What follows belongs to an exercise in optimizing a design on an open flow for a short achievable clock period and few clock cycles; a production flow would make more cautious choices.
At most, simulation tests tie the RTL to the original design; equivalence was not proved.
No activity file was given, so power comes from the tool's default toggle rates.

old:
Design core, start of the top module:
module core (
    input clk,
    input reset,
    output [11:0] imem_addr,
    input [15:0] imem_data,
    output wb_valid,
    output [2:0] wb_reg,
    output [15:0] wb_data
);
For scale: ~620 flip-flops, ~50 I/O pins, ~30000 sq um of cells after synthesis.
make LEC_CHECK=0 CAP_MARGIN=20 CORE_MARGIN=2 CORE_UTILIZATION=40 SETUP_SLACK_MARGIN=3.3 SLEW_MARGIN=20 TNS_END_PERCENT=100 finish   # period 6.0 ns
run.sh (not shown) runs the stock make flow with config.mk's settings and CLKGATE_MAP_FILE= SYNTH_SCRIPT=/design/flow/synth_recipe.tcl, a recipe that flattens the netlist after the stock synthesis.
The following lists how new was set up differently from old:
# old
export LEC_CHECK = 0
export CAP_MARGIN = 20
export CORE_MARGIN = 2
export CORE_UTILIZATION = 40
export SETUP_SLACK_MARGIN = 3.3
export SLEW_MARGIN = 20
export TNS_END_PERCENT = 100
create_clock -name core_clock -period 6.0 [get_ports {clk}]
# new
export LEC_CHECK = 0
export ABC_CLOCK_PERIOD_IN_PS = 2000
export CAP_MARGIN = 20
export CORE_MARGIN = 2
export CORE_UTILIZATION = 40
export SETUP_SLACK_MARGIN = 3.5
export SLEW_MARGIN = 20
export TNS_END_PERCENT = 100
create_clock -name core_clock -period 6.0 [get_ports {clk}]
- Diff old -> new: sequential share of layout area -1.9 points; met3 track utilization from global routing +0.60 points; stage delay of the slowest cell on the critical path ~0 delta; post-route standard cell area excluding fillers +about 4.5%.
- On cell-internal power: new sits above old.
- Higher initial DRC count was reported by new, not old.
- Comparing old and new, the higher power was measured on new.
- Re worst setup margin: new is 0.035 ns down on old.
- The flow did not stop early for new: all stages ran, and the layout cleared the timing, design-rule and antenna checks.
Function was not checked in any run of this note: the RTL went through the layout flow alone.

========
Another version of the RTL of core (not shown whole).
For scale: roughly 2600 cells after synthesis, about 610 flip-flops, ~50 I/O pins, ~30000 um^2 of cells after synthesis.
clock: 6.0 ns
lec_check: 0
cap_margin: 20
core_margin: 2
core_utilization: 40
setup_slack_margin: 3.5
slew_margin: 20
tns_end_percent: 100
standard.sh (not shown) runs the stock make flow with config.mk's settings and CLKGATE_MAP_FILE= SYNTH_SCRIPT=/design/flow/synth_recipe.tcl, a recipe that flattens the netlist after the stock synthesis.
==> flow/flow/run.sh <==
#!/bin/bash
# Layout flow: the standard layout (standard.sh), with setup repair told not
# to insert buffers (the sequence below has no "buffer" move).
set -euo pipefail
export SETUP_MOVE_SEQUENCE="unbuffer,sizeup,swap,clone,split"
bash standard.sh > standard.log 2>&1
The baseline produced a clean layout.
Next try:
==> flow/run.sh (new file) <==
#!/bin/bash
# synth_recipe.tcl (not shown) runs the flow's synth.tcl, then flattens the netlist and writes it again
# the make line also repeats each setting of config.mk as NAME=value (left out here)
make -C /OpenROAD-flow-scripts/flow DESIGN_CONFIG=/design/flow/config.mk WORK_HOME=/design/flow/orfs CLKGATE_MAP_FILE= SYNTH_SCRIPT=/design/flow/synth_recipe.tcl finish
removed: flow/flow/run.sh
removed: flow/standard.sh
What happened: The new run ran to the end with no violations. Global-route usage decreases by 0.22 points. Via count increases by a few percent. Critical path depth increases by 5. Register-to-register slack improved by 0.19 ns. First-iteration DRC count increases by roughly a tenth. Total power increases by a few percent. Hold slack barely changes. Setup slack improved by 0.19 ns. Non-clock buffer count increases by 298. Area after synthesis stays the same.
No functional check of the RTL was part of any run of this note.

========
== job 7651 ==
Another version of the RTL of core (not shown whole).
For scale: ~680 flip-flops, ~50 I/O pins, roughly 32,000 µm² of cells after synthesis.
==> flow/design.v (excerpt) <==
module core (
    input clk,
    input reset,
    output [11:0] imem_addr,
    input [15:0] imem_data,
    output wb_valid,
    output [2:0] wb_reg,
    output [15:0] wb_data
);
clock: 6.0 ns
lec_check: 0
abc_area: 1
cap_margin: 20
core_margin: 2
core_utilization: 40
setup_slack_margin: 3.9
slew_margin: 20
tns_end_percent: 100
run.sh (not shown) runs the stock make flow with config.mk's settings and CLKGATE_MAP_FILE= SYNTH_SCRIPT=/design/flow/synth_recipe.tcl, a recipe that flattens the netlist after the stock synthesis.
Stock flow here: none of the scripts above is used.
Job 7651 | stages: all done | timing, DRC, antenna: all pass
Testbench counts of job 7651, summed over its fixed seeds: cycles 66,324.
Input changes introduced in job 6533 (baseline for comparison: job 7651):
--- a/flow/config.mk
+++ b/flow/config.mk
@@ -10,4 +10,4 @@
 export CORE_MARGIN = 2
-export CORE_UTILIZATION = 40
-export SETUP_SLACK_MARGIN = 3.9
+export CORE_UTILIZATION = 35
+export SETUP_SLACK_MARGIN = 4.2
 export SLEW_MARGIN = 20
## What came out
- Post-detailed-placement cell area up 370 µm² in job 6533 wrt job 7651
- Re endpoint arrival time on the critical path: job 6533 and job 7651 aren't equal, and the lower value belongs to job 6533.
- Taking job 7651 as the reference point, the synthesis-to-finish area growth of job 6533 rises by 7.2 points.
- [compare] base=job 7651 new=job 6533: worst max-slew margin expressed relative to the limit rose 28 points; first-iteration DRC count moved down; clock skew went down by 7.5 ps; hold slack rose by 11 ps.
- Compared to job 7651, the router laid down more metal wire for job 6533.

==> static timing again, ports no longer ideal <==
How much do the figures lean on ideal ports? The routed layouts below were timed once more, with nothing changed but the port constraints.
Step 1: set_driving_cell puts a clkbuf_16 on clk and a buf_2 on each other input, an assumption about the parent block.
Step 2 moves the port delays by t, midway between the first and last clock arrival at a register: inputs arrive t later, outputs are due t later. That takes back most of the time a late clock gives input paths.
Slacks: ideal ports / drivers / drivers and shift; pairs: ideal ports / drivers.
run	t, ns	setup slack, ns	worst setup path at the end	clock arrival spread, ns
old	0.663	3.148 / 3.148 / 2.719	input to register	0.032 / 0.033
new	0.689	3.113 / 3.113 / 2.707	input to register	0.049 / 0.048
the first run of note 2	0.668	3.028 / 3.028 / 2.671	input to register	0.095 / 0.096
the second run of note 2	0.675	3.218 / 3.218 / 2.568	input to register	0.100 / 0.099
job 7651	0.681	3.630 / 3.597 / 2.929	input to register	0.050 / 0.050
job 6533	0.692	3.664 / 3.598 / 2.926	input to register	0.037 / 0.037
After both steps every run listed still meets setup and hold. The setup slack of job 6533, which loses most, moves by -0.066 ns with the drivers and by -0.738 ns with both steps.
